Context: an optimization exercise on an open-source flow, tuned for small area and a short achievable clock period. The choices shown serve that exercise and are no tape-out recipe.
The RTL was checked by simulation tests, not by an equivalence proof against the original design.
No activity file was given, so power comes from the tool's default toggle rates.

==> flow/design.v (excerpt) <==
module float_add(clk, rst, i_cip, i_vstart, i_vector_length, i_sj, i_sk,
                 i_v0, i_v1, i_v2, i_v3, i_v4, i_v5, i_v6, i_v7,
                 o_busy, o_result, err);
Size in the first run: about 4300 cells after synthesis, ~730 I/O pins, roughly 31000 sq um of cells after synthesis.
export LEC_CHECK = 0
export CAP_MARGIN = 20
export CORE_MARGIN = 2
export CORE_UTILIZATION = 40
export CTS_CLUSTER_DIAMETER = 80
export CTS_CLUSTER_SIZE = 30
export SETUP_SLACK_MARGIN = 3.5
export SLEW_MARGIN = 20
export SYNTH_HIERARCHICAL = 1
create_clock -name core_clock -period 6.0 [get_ports {clk}]
standard.sh (not shown) runs the stock make flow with config.mk's settings and CLKGATE_MAP_FILE= SYNTH_SCRIPT=/design/flow/synth_recipe.tcl, a recipe that flattens the netlist after the stock synthesis.
==> flow/flow/run.sh <==
#!/bin/bash
# The standard layout (standard.sh: ORFS from synthesis to the final
# layout) with two changes:
#  - synthesis is the standard flow's own script (synth_recipe.tcl) except that Yosys's
#    abc pass runs delay-targeted ABC scripts from flow/ (see
#    flow/abc_proc.tcl) in place of ORFS's default ABC script, and that
#    ADDER_MAP_FILE is empty, so ORFS does not extract full and half
#    adder cells before abc and abc maps all the logic itself. Neither
#    touches the registers, so they are the standard synthesis's.
#  - the port buffers that ORFS inserts at placement are buf_1 cells.
#    Every input and output port still gets its own buffer.
# ORFS keeps each step's log in orfs/logs; make's output goes to
# standard.log here.
set -euo pipefail
here=$PWD
export BUFFER_PORTS_ARGS="-buffer_cell sky130_fd_sc_hd__buf_1"
export FLOW_ABC_DIR=$here/flow
export ADDER_MAP_FILE=
cat flow/abc_proc.tcl synth_recipe.tcl > flow_synth.tcl
sed "s#SYNTH_SCRIPT=[^ ]*#SYNTH_SCRIPT=$here/flow_synth.tcl#" standard.sh > flow_standard.sh
grep -q "SYNTH_SCRIPT=$here/flow_synth.tcl" flow_standard.sh
bash flow_standard.sh > standard.log 2>&1
==> flow/flow/abc_d1100.script <==
strash
dch -f
map -D 1100
topo
stime -c
buffer -c
upsize -c -D 1100
dnsize -c -D 1100
==> flow/flow/abc_d1200.script <==
strash
dch -f
map -D 1200
topo
stime -c
buffer -c
upsize -c -D 1200
dnsize -c -D 1200
==> flow/flow/abc_d1500.script <==
strash
dch -f
map -D 1500
topo
stime -c
buffer -c
upsize -c -D 1500
dnsize -c -D 1500
==> flow/flow/abc_d400.script <==
strash
dch -f
map -D 400
topo
stime -c
buffer -c
upsize -c -D 400
dnsize -c -D 400
==> flow/flow/abc_proc.tcl <==
# abc as the standard flow's synthesis calls it, but with ABC scripts of our own, each
# a delay-targeted mapping (dch + map -D) carrying its own target, so no
# -D: the operand select with 400 ps, the exponent select and compare with
# 1100 ps, then everything else with 1200 ps. abc maps only the combinational
# logic; the registers are left as the standard flow's synthesis made them.
proc abc {args} {
  set i [lsearch -exact $args -script]
  if {$i >= 0} { set args [lreplace $args $i [expr {$i + 1}]] }
  set j [lsearch -exact $args -D]
  if {$j >= 0} { set args [lreplace $args $j [expr {$j + 1}]] }
  set d $::env(FLOW_ABC_DIR)
  yosys abc -script $d/abc_d400.script {*}$args fadd_sel
  yosys abc -script $d/abc_d1100.script {*}$args fadd_exp
  yosys abc -script $d/abc_d1500.script {*}$args fadd_add48 fadd_ones48 float_add_lz
  yosys abc -script $d/abc_d1200.script {*}$args
}
Rerun with:
==> flow/flow/abc_d500.script (new file) <==
strash
dch -f
map -D 500
topo
stime -c
buffer -c
upsize -c -D 500
dnsize -c -D 500
--- a/flow/flow/abc_proc.tcl
+++ b/flow/flow/abc_proc.tcl
@@ -3,2 +3,2 @@
-# -D: the operand select with 400 ps, the exponent select and compare with
-# 1100 ps, then everything else with 1200 ps. abc maps only the combinational
+# -D: the operand select with 400 ps, the exponent select and compare with 500 ps,
+# then everything else with 1200 ps. abc maps only the combinational
@@ -13,2 +13 @@
-  yosys abc -script $d/abc_d1100.script {*}$args fadd_exp
-  yosys abc -script $d/abc_d1500.script {*}$args fadd_add48 fadd_ones48 float_add_lz
+  yosys abc -script $d/abc_d500.script {*}$args fadd_exp
removed: flow/flow/abc_d1100.script
removed: flow/flow/abc_d1500.script
Worst setup slack improves by 0.028 ns. Synthesized cell count climbs by 5.2%. Maximum frequency went up by 1.1%. Total power goes up by 2.4%. Cell area rises by 2.8%. Via count grows by 5.1%. Hold slack improves by 0.0088 ns. Clock skew increases by 0.018 ns. Critical path depth rose by 4.
Rerun with:
==> flow/flow/abc_d1100.script (new file) <==
strash
dch -f
map -D 1100
topo
stime -c
buffer -c
upsize -c -D 1100
dnsize -c -D 1100
==> flow/flow/abc_d1500.script (new file) <==
strash
dch -f
map -D 1500
topo
stime -c
buffer -c
upsize -c -D 1500
dnsize -c -D 1500
==> flow/flow/abc_d1800.script (new file) <==
strash
dch -f
map -D 1800
topo
stime -c
buffer -c
upsize -c -D 1800
dnsize -c -D 1800
--- a/flow/flow/abc_proc.tcl
+++ b/flow/flow/abc_proc.tcl
@@ -3,3 +3,5 @@
-# -D: the operand select with 400 ps, the exponent select and compare with 500 ps,
-# then everything else with 1200 ps. abc maps only the combinational
-# logic; the registers are left as the standard flow's synthesis made them.
+# -D: the operand select with 400 ps, the exponent select and compare with
+# 1100 ps, the adder, the |A - B| increment and the leading-zero count with
+# 1500 ps, then everything else with 1200 ps. abc maps only the
+# combinational logic; the registers are left as the standard flow's synthesis made
+# them.
@@ -13 +15,2 @@
-  yosys abc -script $d/abc_d500.script {*}$args fadd_exp
+  yosys abc -script $d/abc_d1100.script {*}$args fadd_exp
+  yosys abc -script $d/abc_d1800.script {*}$args fadd_add48 fadd_ones48 float_add_lz
removed: flow/flow/abc_d500.script
- register-to-register slack got worse by 0.08 ns
- core utilization goes up by 0.98 points
- sequential power shrinks by about 0.6%
- synthesized area went down by 4.7%
- global-route usage rises by 0.47 points
- combinational power stays flat
Rerun with:
==> flow/flow/abc_d500.script (new file) <==
strash
dch -f
map -D 500
topo
stime -c
buffer -c
upsize -c -D 500
dnsize -c -D 500
==> flow/flow/abc_d800.script (new file) <==
strash
dch -f
map -D 800
topo
stime -c
buffer -c
upsize -c -D 800
dnsize -c -D 800
==> flow/flow/abc_proc.tcl (replaced) <==
# abc as the standard flow's synthesis calls it, but with ABC scripts of our own, each
# a delay-targeted mapping (dch + map -D) carrying its own target, so no
# -D: the operand select with 400 ps, the exponent select and compare with 500 ps,
# then everything else with 1200 ps. abc maps only the combinational
# logic; the registers are left as the standard flow's synthesis made them.
proc abc {args} {
  set i [lsearch -exact $args -script]
  if {$i >= 0} { set args [lreplace $args $i [expr {$i + 1}]] }
  set j [lsearch -exact $args -D]
  if {$j >= 0} { set args [lreplace $args $j [expr {$j + 1}]] }
  set d $::env(FLOW_ABC_DIR)
  yosys abc -script $d/abc_d400.script {*}$args fadd_sel
  yosys abc -script $d/abc_d800.script {*}$args fadd_exp
  yosys abc -script $d/abc_d1200.script {*}$args
}
removed: flow/flow/abc_d1100.script
removed: flow/flow/abc_d1500.script
removed: flow/flow/abc_d1800.script
After rerunning:
- sequential share of layout area went down by 0.65 points
- wire length went up by 3.0%
- die area went up by 4.8%
- design area went up by 2.2%

==> port drivers added, routing unchanged <==
In the flow no input, the clock included, has a driving cell. The finished layouts below were timed again as built, in two steps.
Step 1 (the two cells are an assumption about what drives the block):
set clk [get_ports {clk}]
set_driving_cell -lib_cell sky130_fd_sc_hd__clkbuf_16 $clk
set_driving_cell -lib_cell sky130_fd_sc_hd__buf_2 [delete_from_list [all_inputs] $clk]
Step 2 also shifts input and output timing later by t, the mid clock arrival at the registers, as if the neighbouring blocks saw the same clock.
Three values: ideal, step 1, step 2; two values: the first two.
run	shift t [ns]	slack for setup (ns)	worst setup path at the end
the first run	0.689	3.488 / 3.414 / 2.809	input to register
the second run	0.653	3.517 / 3.470 / 2.914	input to register
the third run	0.702	3.437 / 3.420 / 2.755	input to register
the fourth run	0.653	3.517 / 3.470 / 2.914	input to register
After both steps setup and hold are still met in every run listed. For the third run, which loses most, drivers alone change the setup slack by -0.017 ns; drivers and shift together by -0.682 ns.
